Source: an optimization exercise on an open RTL-to-GDS flow (aim: small area and a short achievable clock period). Production flows keep margins and buffers that such runs may drop. Only simulation tests tie the RTL to the original design; equivalence was not proved. The flow treats the clock pin as an ideal source, which a real chip does not have. Power and IR drop assume default switching activity.

## old
==> flow/design.v <==
`timescale 1ns/10ps
module FP_MUL(CLK, RESET, ENABLE, DATA_IN, DATA_OUT, READY);
input         CLK;
input         RESET;
input         ENABLE;
input   [7:0] DATA_IN;
output  [7:0] DATA_OUT;
output        READY;
reg     [7:0] DATA_OUT;
reg           READY;
reg     [6:0] t;
always @(posedge CLK) begin
	if (RESET || t == 7'd72)
		t <= 7'd0;
	else
		t <= t + 7'd1;
end
reg op;
always @(posedge CLK) begin
	if (t == 7'd16)
		op <= ENABLE;
end
reg    [51:0] A;
reg    [10:0] E;
reg           s;
reg    [39:0] B;
wire    [4:0] elo = {1'b0, E[3:0]} + {1'b0, DATA_OUT[7:4]} + 5'd1;
always @(posedge CLK) begin
	if (t == 7'd1) A[7:0]   <= DATA_IN;
	if (t == 7'd2) A[15:8]  <= DATA_IN;
	if (t == 7'd3) A[23:16] <= DATA_IN;
	if (t == 7'd4) A[31:24] <= DATA_IN;
	if (t == 7'd5) A[39:32] <= DATA_IN;
	if (t == 7'd6) A[47:40] <= DATA_IN;
	if (t == 7'd7) A[51:48] <= DATA_IN[3:0];
end
always @(posedge CLK) begin
	if (t == 7'd7)
		E[3:0] <= DATA_IN[7:4];
	else if (t == 7'd16)
		E[3:0] <= elo[3:0];
	if (t == 7'd8)
		E[10:4] <= DATA_IN[6:0];
	else if (t == 7'd17)
		E[10:4] <= E[10:4] + DATA_OUT[6:0] + {6'd0, rc} + 7'h40;
end
always @(posedge CLK) begin
	if (t == 7'd8)
		s <= DATA_IN[7];
	else if (t == 7'd16)
		s <= s ^ DATA_IN[7];
end
integer k, j;
always @(posedge CLK) begin
	B <= {2'b00, B[39:2]};
	for (k = 0; k < 7; k = k + 1)
		if (t == 7'd9 + k)
			for (j = 0; j < 8; j = j + 1)
				if (6*k + j < 40)
					B[6*k + j] <= DATA_IN[j];
	if (t == 7'd16)
		B[38] <= 1'b1;
	if (t < 7'd9 || t > 7'd35)
		B[1:0] <= 2'b00;
end
reg    [54:0] Sn;
reg    [26:0] Kn;
reg           cflag;
reg           rc;
wire          run = (t >= 7'd10) && (t <= 7'd62);
wire          b0  = B[0];
wire          b1  = B[1];
wire   [52:0] MA   = {1'b1, A};
wire   [55:0] pp0n = ~({56{b0}} & {3'd0, MA});
wire   [55:0] pp1n = ~({56{b1}} & {2'd0, MA, 1'b0});
wire   [55:0] Sxn  = {1'b1, Sn};
wire   [55:0] s1n;
wire   [55:0] c1n;
assign c1n[0]  = 1'b1;
assign s1n[0]  = ~(Sxn[0] ^ pp0n[0]);
assign c1n[1]  = Sxn[0] | pp0n[0];
assign s1n[53] = ~(Sxn[53] ^ pp1n[53]);
assign c1n[54] = Sxn[53] | pp1n[53];
assign s1n[54] = Sxn[54];
assign c1n[55] = 1'b1;
assign s1n[55] = 1'b1;
genvar i;
generate for (i = 1; i < 53; i = i + 1) begin : row
	FP_MUL_fa fa (.a(Sxn[i]), .b(pp0n[i]), .c(pp1n[i]), .s(s1n[i]), .co(c1n[i+1]));
end endgenerate
wire   [54:0] rn;
wire   [26:0] kn;       
wire   [27:0] hn;
assign rn[0] = ~(s1n[0] ^ Kn[0]);
assign hn[0] = s1n[0] | Kn[0];
assign rn[54] = ~(s1n[54] ^ c1n[54]);
genvar m;
generate for (m = 0; m < 27; m = m + 1) begin : pair
	if (m > 0) begin : l
		FP_MUL_fa lo (.a(s1n[2*m]), .b(c1n[2*m]), .c(Kn[m]), .s(rn[2*m]), .co(hn[m]));
	end
	FP_MUL_fa hi (.a(s1n[2*m+1]), .b(c1n[2*m+1]), .c(hn[m]), .s(rn[2*m+1]), .co(kn[m]));
end endgenerate
wire          out0 = ~rn[0];
wire          out1 = ~rn[1];
wire          ins1 = (t >= 7'd35) & out1;
wire          ins0 = (t >= 7'd36) & out0;
always @(posedge CLK) begin
	Kn <= kn;
	if (run)
		Sn <= {~ins1, ~ins0, rn[54:2]};
	else
		Sn <= {8'hff, Sn[54:8]};
end
wire   [54:0] S = ~Sn;
wire    [7:0] win = cflag ? S[9:2] : S[8:1];
wire    [7:0] X   = (t == 7'd70) ? {s, E[10:4]} :
                    (t == 7'd69) ? {E[3:0], win[3:0]} : win;
wire    [4:0] lo  = {1'b0, X[3:0]} + {4'd0, rc};
wire          c4  = (t == 7'd69) ? cflag : lo[4];
wire    [3:0] hi  = {1'b0, X[6:4]} + {3'd0, c4};
wire          b7  = (t == 7'd70) ? X[7] : X[7] ^ hi[3];
wire          c8  = X[7] & hi[3];
always @(posedge CLK) begin
	if (t == 7'd62)
		cflag <= out1;
end
always @(posedge CLK) begin
	if (t == 7'd16)
		rc <= elo[4];
	else if (t == 7'd62)
		rc <= out1 ? S[3] : S[2];
	else
		rc <= c8;
end
always @(posedge CLK) begin
	if (t == 7'd15 || t == 7'd16)
		DATA_OUT <= DATA_IN;
	else
		DATA_OUT <= {b7, hi[2:0], lo[3:0]};
end
always @(posedge CLK) begin
	if (RESET)
		READY <= 1'b0;
	else
		READY <= op && (t >= 7'd63) && (t <= 7'd70);
end
endmodule
module FP_MUL_fa(a, b, c, s, co);
input  a, b, c;
output s, co;
assign s  = a ^ b ^ c;
assign co = (a & b) | (a & c) | (b & c);
endmodule
clock: 12.5 ns
lec_check: 0
cap_margin: 20
core_margin: 2
core_utilization: 40
slew_margin: 20
standard.sh (not shown) runs the stock make flow with config.mk's settings and CLKGATE_MAP_FILE= SYNTH_SCRIPT=/design/flow/synth_recipe.tcl, a recipe that flattens the netlist after the stock synthesis.
==> flow/flow/run.sh <==
#!/bin/bash
# Standard ORFS layout (the standard.sh) with these changes:
#  - port buffers use buf_2 instead of the default pick (a slow delay cell);
#  - the design is synthesized module by module (SYNTH_HIERARCHICAL=1, then
#    flattened by synth_recipe.tcl) so each FP_MUL_fa instance maps to one fa cell;
#  - after CTS, clock_tree.tcl removes the clock tree's middle level and splits
#    its root into four buffers fed by the clock port, so the clock reaches every
#    register through two buffers (the same number for all registers).
# Each tool's output goes to a log file in this folder; ORFS keeps its step logs in orfs/logs.
set -euo pipefail
VARS=("BUFFER_PORTS_ARGS=-buffer_cell sky130_fd_sc_hd__buf_2"
      SETUP_SLACK_MARGIN=9.3 GPL_ROUTABILITY_DRIVEN=0 GPL_TIMING_DRIVEN=0 SYNTH_HIERARCHICAL=1 CTS_CLUSTER_SIZE=30 CTS_CLUSTER_DIAMETER=100)
bash standard.sh "${VARS[@]}" cts > make_cts.log 2>&1
R=orfs/results/sky130hd/FP_MUL/base
CTS_ODB=$R/4_cts.odb openroad -no_init -exit flow/clock_tree.tcl > clock_tree.log 2>&1
bash standard.sh "${VARS[@]}" finish > make_finish.log 2>&1
Other scripts of this flow, unchanged in this note and not shown: flow/flow/clock_tree.tcl
In summary, old completed successfully, with a layout that passed the timing, DRC and antenna checks.
The inputs of new differ from those of old as listed below.
diff --git a/flow/flow/run.sh b/flow/flow/run.sh
--- a/flow/flow/run.sh
+++ b/flow/flow/run.sh
@@ -11,3 +11,3 @@
 VARS=("BUFFER_PORTS_ARGS=-buffer_cell sky130_fd_sc_hd__buf_2"
-      SETUP_SLACK_MARGIN=9.3 GPL_ROUTABILITY_DRIVEN=0 GPL_TIMING_DRIVEN=0 SYNTH_HIERARCHICAL=1 CTS_CLUSTER_SIZE=30 CTS_CLUSTER_DIAMETER=100)
+      SETUP_SLACK_MARGIN=9.3 SYNTH_HIERARCHICAL=1 CTS_CLUSTER_SIZE=16 CTS_CLUSTER_DIAMETER=60)
 bash standard.sh "${VARS[@]}" cts > make_cts.log 2>&1
Notes after the runs:
new: done, clean on timing, DRC and antenna
On post-route core utilization, old tracks new almost exactly.
From old to new the numbers moved as follows: routed wire length per instance shows an increase of about 0.9%; total power went up; sequential share of layout area about even.

RTL: the design.v shown in full above, as it stands there.
clock: 12.5 ns
lec_check: 0
cap_margin: 20
core_margin: 2
core_utilization: 40
slew_margin: 20
==> flow/flow/run.sh <==
#!/bin/bash
# Standard ORFS layout (the standard.sh) with these changes:
#  - port buffers use buf_2 instead of the default pick (a slow delay cell);
#  - after CTS, the clock tree's middle level is removed (collapse_clk.tcl), so
#    the clock reaches every register through two buffers instead of three.
# Each tool's output goes to a log file in this folder; ORFS keeps its step logs in orfs/logs.
set -euo pipefail
VARS=("BUFFER_PORTS_ARGS=-buffer_cell sky130_fd_sc_hd__buf_2"
      SETUP_SLACK_MARGIN=9.0 SYNTH_HIERARCHICAL=1 CTS_CLUSTER_SIZE=30 CTS_CLUSTER_DIAMETER=100)
bash standard.sh "${VARS[@]}" cts > make_cts.log 2>&1
R=orfs/results/sky130hd/FP_MUL/base
CTS_ODB=$R/4_cts.odb openroad -no_init -exit flow/collapse_clk.tcl > collapse_clk.log 2>&1
bash standard.sh "${VARS[@]}" finish > make_finish.log 2>&1
==> flow/flow/collapse_clk.tcl <==
# Remove the intermediate levels of the clock tree that CTS built: every clock
# buffer that is fed by another buffer and drives only clock buffers is taken
# out, and its loads are moved to the net that feeds it. The root buffer then
# drives the leaf buffers directly; every register keeps the same number of
# buffers between it and the clock port.
read_db $::env(CTS_ODB)
set block [ord::get_db_block]
proc is_clkbuf {inst} { string match "sky130_fd_sc_hd__clkbuf_*" [[$inst getMaster] getName] }
set removed 0
set changed 1
while {$changed} {
  set changed 0
  foreach inst [$block getInsts] {
    if {![is_clkbuf $inst]} continue
    set in [$inst findITerm A]
    set out [$inst findITerm X]
    set innet [$in getNet]
    set outnet [$out getNet]
    if {$innet eq "NULL" || $outnet eq "NULL"} continue
    if {[llength [$innet getBTerms]] > 0} continue
    set drv ""
    foreach it [$innet getITerms] { if {[$it isOutputSignal]} { set drv [$it getInst] } }
    if {$drv eq "" || ![is_clkbuf $drv]} continue
    set ok 1
    set loads {}
    foreach it [$outnet getITerms] {
      if {[$it isOutputSignal]} continue
      if {![is_clkbuf [$it getInst]]} { set ok 0; break }
      lappend loads $it
    }
    if {!$ok || [llength $loads] == 0} continue
    foreach it $loads { $it disconnect; $it connect $innet }
    $in disconnect
    $out disconnect
    puts "removed [$inst getName] ([llength $loads] loads moved to [$innet getName])"
    odb::dbInst_destroy $inst
    odb::dbNet_destroy $outnet
    incr removed
    set changed 1
    break
  }
}
puts "removed $removed clock buffers"
write_db $::env(CTS_ODB)
Rerun with:
--- a/flow/flow/run.sh
+++ b/flow/flow/run.sh
@@ -9 +9 @@
-      SETUP_SLACK_MARGIN=9.0 SYNTH_HIERARCHICAL=1 CTS_CLUSTER_SIZE=30 CTS_CLUSTER_DIAMETER=100)
+      SETUP_SLACK_MARGIN=9.6 SYNTH_HIERARCHICAL=1 CTS_CLUSTER_SIZE=30 CTS_CLUSTER_DIAMETER=100)
After rerunning:
- non-clock buffer count rises by 17
- wire length is about the same
- critical path depth does not change
- area after synthesis is unchanged

Starts from the design.v that is shown in full above.
Settings: LEC_CHECK=0, CAP_MARGIN=20, CORE_MARGIN=2, CORE_UTILIZATION=40, SLEW_MARGIN=20; clock period 12.5 ns.
==> flow/flow/run.sh <==
#!/bin/bash
# Standard ORFS layout (the standard.sh) with these changes:
#  - port buffers use buf_2 instead of the default pick (a slow delay cell);
#  - the design is synthesized module by module (SYNTH_HIERARCHICAL=1, then
#    flattened by synth_recipe.tcl) so each FP_MUL_fa instance maps to one fa cell;
#  - after CTS, clock_tree.tcl removes the clock tree's middle level and splits
#    its root into four buffers fed by the clock port, so the clock reaches every
#    register through two buffers (the same number for all registers).
# Each tool's output goes to a log file in this folder; ORFS keeps its step logs in orfs/logs.
set -euo pipefail
VARS=("BUFFER_PORTS_ARGS=-buffer_cell sky130_fd_sc_hd__buf_2"
      SETUP_SLACK_MARGIN=9.1 SYNTH_HIERARCHICAL=1 CTS_CLUSTER_SIZE=30 CTS_CLUSTER_DIAMETER=100)
bash standard.sh "${VARS[@]}" cts > make_cts.log 2>&1
R=orfs/results/sky130hd/FP_MUL/base
CTS_ODB=$R/4_cts.odb openroad -no_init -exit flow/clock_tree.tcl > clock_tree.log 2>&1
bash standard.sh "${VARS[@]}" finish > make_finish.log 2>&1
Other scripts of this flow, unchanged in this note and not shown: flow/flow/clock_tree.tcl
Then changed:
--- a/flow/flow/run.sh
+++ b/flow/flow/run.sh
@@ -10,5 +10,5 @@
 set -euo pipefail
 VARS=("BUFFER_PORTS_ARGS=-buffer_cell sky130_fd_sc_hd__buf_2"
-      SETUP_SLACK_MARGIN=9.1 SYNTH_HIERARCHICAL=1 CTS_CLUSTER_SIZE=30 CTS_CLUSTER_DIAMETER=100)
+      SETUP_SLACK_MARGIN=9.3 CORE_UTILIZATION=60 SYNTH_HIERARCHICAL=1 CTS_CLUSTER_SIZE=30 CTS_CLUSTER_DIAMETER=100)
 bash standard.sh "${VARS[@]}" cts > make_cts.log 2>&1
 R=orfs/results/sky130hd/FP_MUL/base
Sequential power barely changes; combinational power is about the same; power hardly moves.

Starts from the design.v that is shown in full above.
clock: 12.5 ns
lec_check: 0
cap_margin: 20
core_margin: 2
core_utilization: 40
slew_margin: 20
==> flow/flow/run.sh <==
#!/bin/bash
# Standard ORFS layout (the standard.sh) with these changes:
#  - port buffers use buf_2 instead of the default pick (a slow delay cell);
#  - the design is synthesized module by module (SYNTH_HIERARCHICAL=1, then
#    flattened by synth_recipe.tcl) so each FP_MUL_fa instance maps to one fa cell;
#  - after CTS, clock_tree.tcl removes the clock tree's middle level and splits
#    its root into four buffers fed by the clock port, so the clock reaches every
#    register through two buffers (the same number for all registers).
# Each tool's output goes to a log file in this folder; ORFS keeps its step logs in orfs/logs.
set -euo pipefail
VARS=("BUFFER_PORTS_ARGS=-buffer_cell sky130_fd_sc_hd__buf_2"
      SETUP_SLACK_MARGIN=9.2 SYNTH_HIERARCHICAL=1 CTS_CLUSTER_SIZE=30 CTS_CLUSTER_DIAMETER=100)
bash standard.sh "${VARS[@]}" cts > make_cts.log 2>&1
R=orfs/results/sky130hd/FP_MUL/base
CTS_ODB=$R/4_cts.odb openroad -no_init -exit flow/clock_tree.tcl > clock_tree.log 2>&1
bash standard.sh "${VARS[@]}" finish > make_finish.log 2>&1
Other scripts of this flow, unchanged in this note and not shown: flow/flow/clock_tree.tcl
Edit:
--- a/flow/flow/run.sh
+++ b/flow/flow/run.sh
@@ -12 +12 @@
-      SETUP_SLACK_MARGIN=9.2 SYNTH_HIERARCHICAL=1 CTS_CLUSTER_SIZE=30 CTS_CLUSTER_DIAMETER=100)
+      SETUP_SLACK_MARGIN=9.3 GPL_TIMING_DRIVEN=1 SYNTH_HIERARCHICAL=1 CTS_CLUSTER_SIZE=30 CTS_CLUSTER_DIAMETER=100)
- total power is unchanged
- register-to-register slack stays flat
- final cell count stays the same
- critical path depth stays the same
Edit:
--- a/flow/flow/run.sh
+++ b/flow/flow/run.sh
@@ -12 +12 @@
-      SETUP_SLACK_MARGIN=9.3 GPL_TIMING_DRIVEN=1 SYNTH_HIERARCHICAL=1 CTS_CLUSTER_SIZE=30 CTS_CLUSTER_DIAMETER=100)
+      SETUP_SLACK_MARGIN=9.3 SYNTH_HIERARCHICAL=1 CTS_CLUSTER_SIZE=12 CTS_CLUSTER_DIAMETER=60)
=> Power came out higher by about a fifth; flip-flop and latch count stays the same; wire length came out higher slightly; design area came out higher by a few percent; setup slack gains 0.024 ns; critical path depth stays the same.
Edit:
==> flow/flow/run.sh (replaced) <==
#!/bin/bash
# Standard ORFS layout (the standard.sh) with these changes:
#  - port buffers use buf_2 instead of the default pick (a slow delay cell);
#  - after CTS, the clock tree's middle level is removed (clock_tree.tcl), so
#    the clock reaches every register through two buffers instead of three.
# Each tool's output goes to a log file in this folder; ORFS keeps its step logs in orfs/logs.
set -euo pipefail
VARS=("BUFFER_PORTS_ARGS=-buffer_cell sky130_fd_sc_hd__buf_2"
      SETUP_SLACK_MARGIN=9.3 SYNTH_HIERARCHICAL=1 CTS_CLUSTER_SIZE=20 CTS_CLUSTER_DIAMETER=80)
bash standard.sh "${VARS[@]}" cts > make_cts.log 2>&1
R=orfs/results/sky130hd/FP_MUL/base
CTS_ODB=$R/4_cts.odb openroad -no_init -exit flow/clock_tree.tcl > clock_tree.log 2>&1
bash standard.sh "${VARS[@]}" finish > make_finish.log 2>&1
The changed run completed without violations.
Sequential power is about the same.
Die area is unchanged.
Count of clock-buffer cells in the layout falls by 11.
Wire length shrinks by about 1%.
Flip-flop and latch count does not change.
Final cell count drops by about 1%.
Core utilization came out lower by 0.69 points.
Worst setup slack is about the same.
Hold slack improves by 0.0035 ns.
Fmax is about the same.
Edit:
--- a/flow/flow/run.sh
+++ b/flow/flow/run.sh
@@ -4,2 +4,5 @@
-#  - after CTS, the clock tree's middle level is removed (clock_tree.tcl), so
-#    the clock reaches every register through two buffers instead of three.
+#  - the design is synthesized module by module (SYNTH_HIERARCHICAL=1, then
+#    flattened by synth_recipe.tcl) so each FP_MUL_fa instance maps to one fa cell;
+#  - after CTS, clock_tree.tcl removes the clock tree's middle level and splits
+#    its root into four buffers fed by the clock port, so the clock reaches every
+#    register through two buffers (the same number for all registers).
@@ -9 +12 @@
-      SETUP_SLACK_MARGIN=9.3 SYNTH_HIERARCHICAL=1 CTS_CLUSTER_SIZE=20 CTS_CLUSTER_DIAMETER=80)
+      SETUP_SLACK_MARGIN=9.3 CORE_UTILIZATION=75 SYNTH_HIERARCHICAL=1 CTS_CLUSTER_SIZE=30 CTS_CLUSTER_DIAMETER=100)
Global-route usage grows by 15 points; total power shrinks by a few percent; register-to-register slack got worse by 0.12 ns; setup slack got worse by 0.017 ns; clock skew grows by 0.010 ns; clock-buffer cell count shrinks by 6; wire length grows slightly; core utilization grows by 37 points; die area shrinks by well over a third.

re-timing with driven ports:
In the flow no input, the clock included, has a driving cell. The finished layouts below were timed again as built, in two steps. Step 1: set_driving_cell puts a clkbuf_16 on CLK and a buf_2 on each other input, an assumption about the parent block. Step 2 times the ports against the registers' clock, not the clock port: input delays grow and output delays shrink by t, the midpoint of the rising clock arrivals with the driver on. a / b / c = no drivers / after step 1 / after step 2; a / b = the first two.
run	shift t [ns]	slack for setup (ns)	worst setup path after step 2	pins driven straight from the clock port
old	0.395	9.223 / 9.128 / 9.009	input to register	4
new	0.381	9.233 / 9.143 / 9.138	input to register	4
the first run of note 2	0.441	9.054 / 9.010 / 9.156	input to register	1
the second run of note 2	0.441	9.098 / 9.051 / 9.186	input to register	1
the first run of note 3	0.391	9.197 / 9.105 / 9.153	input to register	4
the second run of note 3	0.388	9.209 / 9.114 / 9.089	input to register	4
the first run of note 4	0.392	9.204 / 9.113 / 9.151	input to register	4
the second run of note 4	0.392	9.204 / 9.113 / 9.151	input to register	4
the third run of note 4	0.383	9.228 / 9.136 / 9.152	input to register	4
the fourth run of note 4	0.382	9.228 / 9.137 / 9.153	input to register	4
the fifth run of note 4	0.386	9.210 / 9.126 / 9.207	input to register	4
After both steps every run listed still meets setup and hold. For old, which loses most, drivers alone change the setup slack by -0.095 ns; drivers and shift together by -0.214 ns.
